Source: an optimization exercise on an open RTL-to-GDS flow (aim: small area and a short achievable clock period). Production flows keep margins and buffers that such runs may drop. Function was not checked in any run shown here: the RTL went through the layout flow alone. Power figures rest on the tool's default switching activity, not on a simulated workload.

==> flow/design.v <==
module fpmul_exp (
    input  [4:0] ea, eb,
    input        valid,
    output [4:0] e5,
    output       z
);
    wire [5:0] ez = {1'b0, ea} + {1'b0, eb} - 6'd15;
    assign e5 = ez[4:0];
    assign z  = ez[5] | ~valid;
endmodule
module fpmul_frac (
    input  [9:0]  fa, fb,
    output [11:0] ph
);
    wire [21:0] p = {1'b1, fa} * {1'b1, fb};
    assign ph = p[21:10];
endmodule
module fpmul_norm (
    input  [11:0] ph,
    input  [4:0]  e5,
    input         z,
    input         s,
    output [15:0] r
);
    wire [4:0] e = e5 + {4'b0, ph[11]};
    wire [9:0] f = ph[11] ? ph[10:1] : ph[9:0];
    assign r = z ? 16'b0 : {s, e, f};
endmodule
module fpadd_align (
    input  [15:0] a, b,
    output reg [12:0] fz,
    output reg [4:0]  er,
    output reg        sr
);
    wire       sa = a[15], sb = b[15];
    wire [4:0] ea = a[14:10], eb = b[14:10];
    wire [11:0] xa = {|ea, a[9:0], 1'b0};
    wire [11:0] xb = {|eb, b[9:0], 1'b0};
    wire        agt = ea > eb;
    wire [4:0]  dab = ea - eb;
    wire [4:0]  dba = eb - ea;
    wire [11:0] big   = agt ? xa : xb;
    wire [11:0] sml = agt ? (xb >> dab) : (xa >> dba);
    wire        eq = (ea == eb);
    wire        alt = xa < xb;   
    always @(*) begin
        er = agt ? ea : eb;
        if (sa == sb) begin
            fz = {1'b0, big} + {1'b0, sml};
            sr = sa;
        end else if (eq) begin
            fz = alt ? {1'b0, xb} - {1'b0, xa} : {1'b0, xa} - {1'b0, xb};
            sr = alt ? sb : sa;
        end else begin
            fz = {1'b0, big} - {1'b0, sml};
            sr = agt ? sa : sb;
        end
    end
endmodule
module fpadd_norm (
    input  [12:0] fz,
    input  [4:0]  er,
    input         sr,
    output reg [15:0] r
);
    reg [3:0] lz;
    reg [12:0] n;
    integer i;
    always @(*) begin
        lz = 4'd12;
        for (i = 0; i <= 12; i = i + 1)
            if (fz[i]) lz = 12 - i;
        n = fz << lz;
        if (fz == 13'b0)
            r = 16'b0;
        else
            r = {sr, er - {1'b0, lz} + 5'd1, n[11:2]};
    end
endmodule
module fp_pipeline (
    input wire clk,
    input wire reset,
    input wire pipe_en,
    input wire [15:0] in_scalar,
    input wire [15:0] in_batch,
    input wire [8:0] in_waddr,
    input wire in_wen,
    input wire in_valid,
    output wire out_we,
    output wire [8:0] out_waddr,
    output wire [15:0] out_data
);
reg proc_en;
always @(posedge clk) begin
    if (reset) proc_en <= 1'b0;
    else       proc_en <= pipe_en;
end
wire [4:0] e5_in;
wire       z_in;
fpmul_exp u_exp (.ea(in_scalar[14:10]), .eb(in_batch[14:10]), .valid(in_valid),
                 .e5(e5_in), .z(z_in));
reg [9:0] s1_fa, s1_fb;
reg [4:0] s1_e5;
reg       s1_s;
reg [8:0] s1_waddr;
reg       s1_z, s1_wen, s1_vw;
always @(posedge clk) begin
    if (proc_en) begin
        s1_fa    <= in_scalar[9:0];
        s1_fb    <= in_batch[9:0];
        s1_e5    <= e5_in;
        s1_s     <= in_scalar[15] ^ in_batch[15];
        s1_waddr <= in_waddr;
    end
end
always @(posedge clk) begin
    if (reset) begin
        s1_z <= 1'b1; s1_wen <= 1'b0; s1_vw <= 1'b0;
    end else if (proc_en) begin
        s1_z <= z_in; s1_wen <= in_wen; s1_vw <= in_valid | in_wen;
    end
end
wire [11:0] ph;
fpmul_frac u_mul (.fa(s1_fa), .fb(s1_fb), .ph(ph));
reg [11:0] s2_ph;
reg [4:0]  s2_e5;
reg        s2_s;
reg [8:0]  s2_waddr;
reg        s2_z, s2_wen, s2_vw;
always @(posedge clk) begin
    if (proc_en) begin
        s2_ph    <= ph;
        s2_e5    <= s1_e5;
        s2_s     <= s1_s;
        s2_waddr <= s1_waddr;
    end
end
always @(posedge clk) begin
    if (reset) begin
        s2_z <= 1'b1; s2_wen <= 1'b0; s2_vw <= 1'b0;
    end else if (proc_en) begin
        s2_z <= s1_z; s2_wen <= s1_wen; s2_vw <= s1_vw;
    end
end
wire [15:0] prod;
fpmul_norm u_mnorm (.ph(s2_ph), .e5(s2_e5), .z(s2_z), .s(s2_s), .r(prod));
reg [15:0] s3_p;
reg [8:0]  s3_waddr;
reg        s3_wen, s3_vw;
always @(posedge clk) begin
    if (proc_en) begin
        s3_p     <= prod;
        s3_waddr <= s2_waddr;
        s3_vw    <= s2_vw;
    end
end
always @(posedge clk) begin
    if (reset)        s3_wen <= 1'b0;
    else if (proc_en) s3_wen <= s2_wen;
end
reg  [15:0] s5_sum;
reg         s5_wen;
wire        use_c = s3_vw & ~s5_wen;
wire [15:0] c = {s5_sum[15], use_c ? s5_sum[14:0] : 15'b0};
wire [12:0] fz;
wire [4:0]  er;
wire        sr;
fpadd_align u_align (.a(s3_p), .b(c), .fz(fz), .er(er), .sr(sr));
reg [12:0] s4_fz;
reg [4:0]  s4_er;
reg        s4_sr;
reg [8:0]  s4_waddr;
reg        s4_wen;
always @(posedge clk) begin
    if (proc_en) begin
        s4_fz    <= fz;
        s4_er    <= er;
        s4_sr    <= sr;
        s4_waddr <= s3_waddr;
    end
end
always @(posedge clk) begin
    if (reset)        s4_wen <= 1'b0;
    else if (proc_en) s4_wen <= s3_wen;
end
wire [15:0] sum;
fpadd_norm u_anorm (.fz(s4_fz), .er(s4_er), .sr(s4_sr), .r(sum));
reg [8:0] s5_waddr;
always @(posedge clk) begin
    if (proc_en) begin
        s5_sum   <= sum;
        s5_waddr <= s4_waddr;
    end
end
always @(posedge clk) begin
    if (reset)        s5_wen <= 1'b0;
    else if (proc_en) s5_wen <= s4_wen;
end
assign out_we    = s5_wen;
assign out_waddr = s5_waddr;
assign out_data  = s5_sum;
endmodule
==> flow/run.sh <==
#!/bin/bash
# synth_recipe.tcl (not shown) runs the flow's synth.tcl, then flattens the netlist and writes it again
# the make line also repeats each setting of config.mk as NAME=value (left out here)
make -C /OpenROAD-flow-scripts/flow DESIGN_CONFIG=/design/flow/config.mk WORK_HOME=/design/flow/orfs CLKGATE_MAP_FILE= SYNTH_SCRIPT=/design/flow/synth_recipe.tcl finish
==> flow/config.mk <==
export PLATFORM = sky130hd
export DESIGN_NAME = fp_pipeline
export DESIGN_NICKNAME = fp_pipeline
export VERILOG_FILES = /design/flow/design.v
export SDC_FILE = /design/flow/constraint.sdc
export NUM_CORES = 4
export LEC_CHECK = 0
export ABC_CLOCK_PERIOD_IN_PS = 3000
export CAP_MARGIN = 20
export CORE_MARGIN = 2
export CORE_UTILIZATION = 40
export SETUP_SLACK_MARGIN = 3.5
export SLEW_MARGIN = 20
==> flow/constraint.sdc <==
create_clock -name core_clock -period 7.0 [get_ports {clk}]
set_input_delay 1.4000 -clock core_clock [delete_from_list [all_inputs] [get_ports {clk}]]
set_output_delay 1.4000 -clock core_clock [all_outputs]
set_load 0.01 [all_outputs]
==> results.cfg, run 1 <==
[sta]
setup_viol = 0
post-route-period-util_pct = 75.3
worst_slack_ns = 1.73
setup-tns-final_ns = 0
slew_viol_final = 0
hold_violations = 0
rsz0062_at_grt = yes
period_needed_ns = 5.27
clock_skew_ns = 0.0121
fmax_mhz = 190
worst_slew_pin_slew_ns = 0.822
slew_headroom_pct = 45.2

[floorplanning]
die_x_um = 185
start_util_pct = 40.5
io_pins = 72
dieArea_um2 = 34300
die-height_um = 185
core_um2 = 32500
fp-row-count = 66

[detailed_routing]
vias_per_cell = 5.15
vias = 9923
routedWlPerCell_um = 16.1
first_pass_iters = 5
antenna_left = 0
drtIter0Drc = 423
wl_um = 31000
drc = 0

[global_routing]
grt_pass1_vias = 10100
overflow = 0
grt_max_degree = 67
track_usage_pct = 18.6
grt_pass1_wl_um = 50100
antenna_found_initial = 0

[min_path]
min_path_cells = 0
hold_class = flip-flop to flip-flop
whs_endpoint = s4_waddr[7]
hold_start = s3_waddr[7]

[layout]
layout_common_cells = 168 x inv_1, 141 x edfxtp_1, 132 x nand2_1
fin_util_pct = 50.8
diodes = 0
final_common_cell = inv_1
drive_gt1_share_pct = 20.5
synthToLayoutAreaGrowth_pct = 25.4
fin_nets = 1731

[synthesis]
ys.warnings.count = 3
synthCells = 1319
synth_edf_count = 141
synth_top_area_share_pct = 32.2
synth.avg_cell_area_um2 = 9.97
netlist_area_um2 = 13100
synthArstFlopShare_pct = 0
synth_ff_type = edfxtp_1
yosysSeqAreaShare_pct = 33.7
ys_top_cells_by_area = edfxtp_1 32%, fa_1 13%, ha_1 12%
ys_ff_latch = 151
yosys.area.top_type = edfxtp_1
ys_types = 73
syn_nets = 1579

[setup_path]
required_ns = 7.18
arrival_ns = 5.45
worstSetupStartpointType = flip-flop
reg2reg_to = s2_ph[10]
cp_common_cell = fa_1
reg2regPathDepth = 20
critPathSlowestCell = fa_1
worstSetupEndpointType = flip-flop
crit_chain = buf_6 -> buf_8 -> nand2_4 -> fa_1 -> fa_2 -> inv_2 -> ha_4 -> fa_1 -> fa_1 -> ha_4 -> a211oi_2 -> o211ai_1 -> a211oi_2 -> o211ai_1 -> nand2_1 -> a211o_1 -> and4b_1 -> o21bai_2 -> buf_4 -> xor2_2
r2r_slack_ns = 1.73
crit_type = flip-flop to flip-flop
worstPathMaxFanout = 4
r2r_start = s1_fb[4]
slowest_delay_ns = 0.61

[cts]
clock-sinks = 151
path_clk_slew_ns = 0.08
cts_buffer_depth = 2
cts_tree = done
h-tree-depth = 4
numCtsBuffers = 17
hold_buffers = 0
insertion_delay_ns = 0.43
clock-root-buffer = clkbuf_16

[outcome]
status = no timing/DRC/antenna violations

[placed_design]
io_buffers = 71
place_ws_ns = 1.44
place_congestion = 0.861
dp_hpwl_um = 22600

[job]
drv_cap = 0

[power_and_ir_drop]
total_power_mw = 4.20
leakage_nw = 7.01
peakVddDrop_mv = 0.210
cellPowerDensity_nw_per_um2 = 255
-- state kept, by name, indices dropped and copies added, names as in the netlist, 5 cells and up --
register  cells
s2_waddr      9
s1_waddr      9
s4_waddr      9
s2_ph        12
s4_er         5
s3_waddr      9
s2_e5         5
s1_e5         5
s1_fa        10
s4_fz        13
s5_waddr      9
s3_p         16
s5_sum       16
s1_fb        10
-- cell families after synthesis --
logic type	Yosys count	share of synthesized area, %
compound gates	254	12.7
xor+xnor	37	2.58
fa+ha+maj	214	25.3
buf+inv	235	6.90
flops	151	33.7
mux	66	5.86
simple gates	362	12.9
-- per-layer routing --
metal	vias to the layer above	GRT usage, %	share of wire [%]
met5	-	0	0
li1	4842	-	-
met3	64	3.19	4.1
met1	4768	22.7	43
met4	0	7.75	3.5
met2	249	32.4	50
-- report_power, final --
group / switching, mW / internal (mW)
sequential: 0.0756 / 1.14
combinational: 1.06 / 1.00
clock: 0.440 / 0.483
total: 1.57 / 2.63
-- Yosys cell counts, types with 7 or more instances --
cell type and number:
o21a_1 12, nor2_1 85, nor2b_1 19, mux2i_1 50
nor3_1 10, fa_1 87, nand2_1 144, and2_1 47
dfxtp_1 10, edfxtp_1 141, o22ai_1 13, nand3_1 17
xor2_1 15, xnor2_1 20, a21o_1 9, o21bai_1 13
mux2_2 8, mux4_2 8, o211ai_1 11, a21oi_1 62
a211oi_1 12, o21ai_0 63, ha_1 127, clkbuf_1 37
o31ai_1 7, inv_1 182, nand2b_1 8
-- critical path: cells and delay by family (launching register included) --
kind | cells | cell delay [ns]
fa+ha+maj | 6 | 2.50
flops | 1 | 0.45
simple gates | 3 | 0.40
buf+inv | 4 | 0.45
xor+xnor | 1 | 0.13
compound gates | 6 | 1.07
-- timing repair --
action | in CTS | in global routing
pin swaps | 58 | 57
resized for setup | 60 | 77
setup buffers | 77 | 30
gates cloned | 1 | 0
setup endpoints to repair | 26 | 25
-- layout make-up --
class,count,area [µm²]
timing repair buffer,184,1680
tap,442,553
sequential,151,4440
clock inverter,15,176
clock buffer,17,425
fill,2923,16000
inverter,183,694
multi-input combinational,934,8510
-- how the worst max path moves through the flow --
stage	slack, ns	cells past startpoint	startpoint	end
detailed placement	1.44	18	s1_fa[5]	s2_ph[11]
global placement	1.52	20	s1_fb[2]	s2_ph[11]
global route	1.52	20	s1_fb[4]	s2_ph[10]
finish	1.73	20	s1_fb[4]	s2_ph[10]
CTS	1.75	21	s1_fb[3]	s2_ph[11]
floorplan	2.00	20	s1_fb[8]	s2_ph[11]
-- stage by stage --
step                hold slack, ns  cells  cell area [µm²]
detailed placement           0.405   1786            14400
global route                 0.426   1926            16500
global placement             0.401   1786            14400
finish                       0.415   1926            16500
floorplan                    0.400   1319            13500
CTS                          0.420   1896            15900
==> inputs of run 2 (changes only) <==
--- a/flow/config.mk
+++ b/flow/config.mk
@@ -7,3 +7,2 @@
 export LEC_CHECK = 0
-export ABC_CLOCK_PERIOD_IN_PS = 3000
 export CAP_MARGIN = 20
@@ -11,3 +10,2 @@
 export CORE_UTILIZATION = 40
-export SETUP_SLACK_MARGIN = 3.5
 export SLEW_MARGIN = 20
==> run 2 against run 1 <==
  * Largest power group unchanged
  * Non-clock buffer count is 106 lower
  * Count of clock-buffer cells in the layout increased by 2
  * Synthesized area unchanged
  * Cell area fell by 9.9%
  * Hold slack improved by 0.0017 ns
  * Die area is the same
  * Via count is 4.6% lower
  * Flip-flop and latch count did not move
  * Register-to-register slack worse by 0.63 ns
==> results.cfg, run 2 <==
[placed_design]
place_area_um2 = 14200
io_buffers = 71
placed_cells = 1787
place_ws_ns = 1.18
dp_hpwl_um = 23400
place_congestion = 0.910

[layout]
diodes = 0
top_regs = s3_p: 16 flops, s5_sum: 16 flops, s4_fz: 13 flops
layout_common_cells = 182 x inv_1, 144 x nand2_1, 141 x edfxtp_1
synthToLayoutAreaGrowth_pct = 13.0
fin_util_pct = 45.8
fillCellCount = 3083
fin_nets = 1624
final_cell_count_no_fill = 1819
final_common_cell = inv_1
final_cell_area_um2 = 14900
drive_gt1_share_pct = 4.94

[sta]
slew_headroom_pct = 28.3
fmax_mhz = 169
period_needed_ns = 5.90
slew_viol_final = 0
post-route-period-util_pct = 84.3
worst_slack_ns = 1.10
hold_ws_ns = 0.417
hold_violations = 0
setup_viol = 0
setup-tns-final_ns = 0
rsz0062_at_grt = no
worst_slew_pin_slew_ns = 1.08
clock_skew_ns = 0.0132

[floorplanning]
start_util_pct = 40.5
die_x_um = 185
fp-row-count = 66
dieArea_um2 = 34300
core_um2 = 32500
die-height_um = 185
io_pins = 72

[power_and_ir_drop]
leakage_nw = 6.38
total_power_mw = 3.80
peakVddDrop_mv = 0.160
cellPowerDensity_nw_per_um2 = 256

[detailed_routing]
vias_per_cell = 5.21
routedWlPerCell_um = 16.3
first_pass_iters = 6
vias = 9471
drtIter0Drc = 721
drc = 0
antenna_left = 0
wl_um = 29700

[cts]
hold_buffers = 0
cts_tree = done
cts_buffer_depth = 2
clock-sinks = 151
h-tree-depth = 4
path_clk_slew_ns = 0.06
clock-root-buffer = clkbuf_16
post_cts_buffers = 0
cts_resized = 0
numCtsBuffers = 17
insertion_delay_ns = 0.44

[synthesis]
syn_nets = 1579
synth.avg_cell_area_um2 = 9.97
yosysMostFrequentCell = inv_1
ys.warnings.count = 3
synthArstFlopShare_pct = 0
ys_types = 73
synth.top_cells.by_count = 182 x inv_1, 144 x nand2_1, 141 x edfxtp_1
ys_top_cells_by_area = edfxtp_1 32%, fa_1 13%, ha_1 12%
netlist_area_um2 = 13100
synth_edf_count = 141
yosysSeqAreaShare_pct = 33.7
ys_ff_latch = 151
synth_ff_type = edfxtp_1
yosys.area.top_type = edfxtp_1
synth_top_area_share_pct = 32.2
synthCells = 1319

[setup_path]
reg2regPathDepth = 22
worstPathMaxFanout = 19
crit_type = flip-flop to flip-flop
arrival_ns = 6.08
worstSetupEndpointType = flip-flop
worstSetupStartpointType = flip-flop
required_ns = 7.18

[global_routing]
overflow = 0
grt_pass1_vias = 9483
antenna_found_initial = 1
grt_pass1_wl_um = 49100
track_usage_pct = 18.4
grt_max_degree = 85

[min_path]
hold_class = flip-flop to flip-flop
min_path_cells = 0

[job]
drv_cap = 0

[outcome]
status = no timing/DRC/antenna violations
==> run 2: cell count changes in the layout (fill, tap and decap cells not counted), moves of 15 or more <==
| cell | before | now |
|---|---|---|
| buf_4 | 90 | 7 |
| ha_1 | 105 | 127 |
| o21ai_0 | 43 | 63 |
| buf_6 | 18 | 0 |
| ha_4 | 16 | 0 |
| a21oi_1 | 47 | 62 |
==> run 2: logic make-up (layout without fill, tap and decap cells) <==
group                    Yosys count  in the layout  synth area share, %
adder cells (fa/ha/maj)          214            214                 25.3
XOR/XNOR                          37             37                 2.58
multiplexers                      66             66                 5.86
flip-flops                       151            151                 33.7
AO/OA/AOI/OAI                    254            254                 12.7
buffers and inverters            235            293                 6.90
AND/OR/NAND/NOR                  362            362                 12.9
==> run 2: worst paths after layout <==
| check | startpoint | to | slack (ns) |
|---|---|---|---|
| max | s3_vw | s4_fz[9] | 1.10 |
| min | s1_waddr[5] | s2_waddr[5] | 0.42 |
| max reg2reg | s3_vw | s4_fz[9] | 1.10 |
| min reg2reg | s1_waddr[5] | s2_waddr[5] | 0.42 |
==> run 2: final cells by class <==
cell class	count	area (µm²)	share of cell area [%]
Multi-Input combinational cell	933	7800	52.5
Clock inverter	13	178	1.20
Inverter	183	687	4.62
Sequential cell	151	4440	29.9
Tap cell	442	553	3.72
Timing Repair Buffer	78	763	5.14
Clock buffer	19	433	2.91
==> run 2: worst max-delay path, cell delays in order, from the launching register on <==
cell      delay [ns]
edfxtp_1        0.33
nor2b_1         0.29
buf_4           0.29
nand2_1         0.12
ha_1            0.21
fa_1            0.94
mux2i_1         0.32
mux2i_1         0.14
mux2i_1         0.17
o22a_1          0.20
o21ai_0         0.18
ha_1            0.29
fa_1            0.42
a21o_1          0.18
a21o_1          0.20
a21o_1          0.19
a21oi_1         0.23
o21bai_1        0.09
a21oi_1         0.30
nor2_1          0.07
a211oi_1        0.22
o22ai_1         0.09
o21bai_1        0.17
==> run 2: layer usage <==
layer	vias up	GRT usage (%)	share of wire [%]
met1	4575	23.4	44
met2	227	31.6	49
met3	46	3.26	4.1
met5	-	0	0.044
met4	2	6.35	2.6
li1	4621	-	-
==> run 2: report_power, final <==
part / switching, mW / total (mW) / internal [mW]
clock: 0.373 / 0.967 / 0.594
sequential: 0.0903 / 1.23 / 1.14
combinational: 0.874 / 1.59 / 0.719

==> what the ideal ports hide <==
In the flow no input, the clock included, has a driving cell. The finished layouts below were timed again as built, in two steps.
Step 1, drivers: a clkbuf_16 drives clk and a buf_2 each remaining input, both assumed.
Step 2 adds t to the input delays and takes it off the output delays; t is the mean of the earliest and latest rising clock arrival at the registers after step 1. Input paths then give back, and output paths get back, about the clock's delay inside the block.
Slacks: no drivers / after step 1 / after step 2; pairs: no drivers / after step 1.
run | t, ns | slack for setup (ns) | latest minus earliest clock arrival (ns) | worst register clock-pin slew, ns | worst data-port slew with drivers (ns)
run 1 | 0.479 | 1.732 / 1.732 / 1.732 | 0.020 / 0.020 | 0.08 / 0.08 | 0.04
run 2 | 0.487 | 1.100 / 1.100 / 1.100 | 0.014 / 0.014 | 0.07 / 0.07 | 0.04
After both steps setup and hold are still met in every run listed.
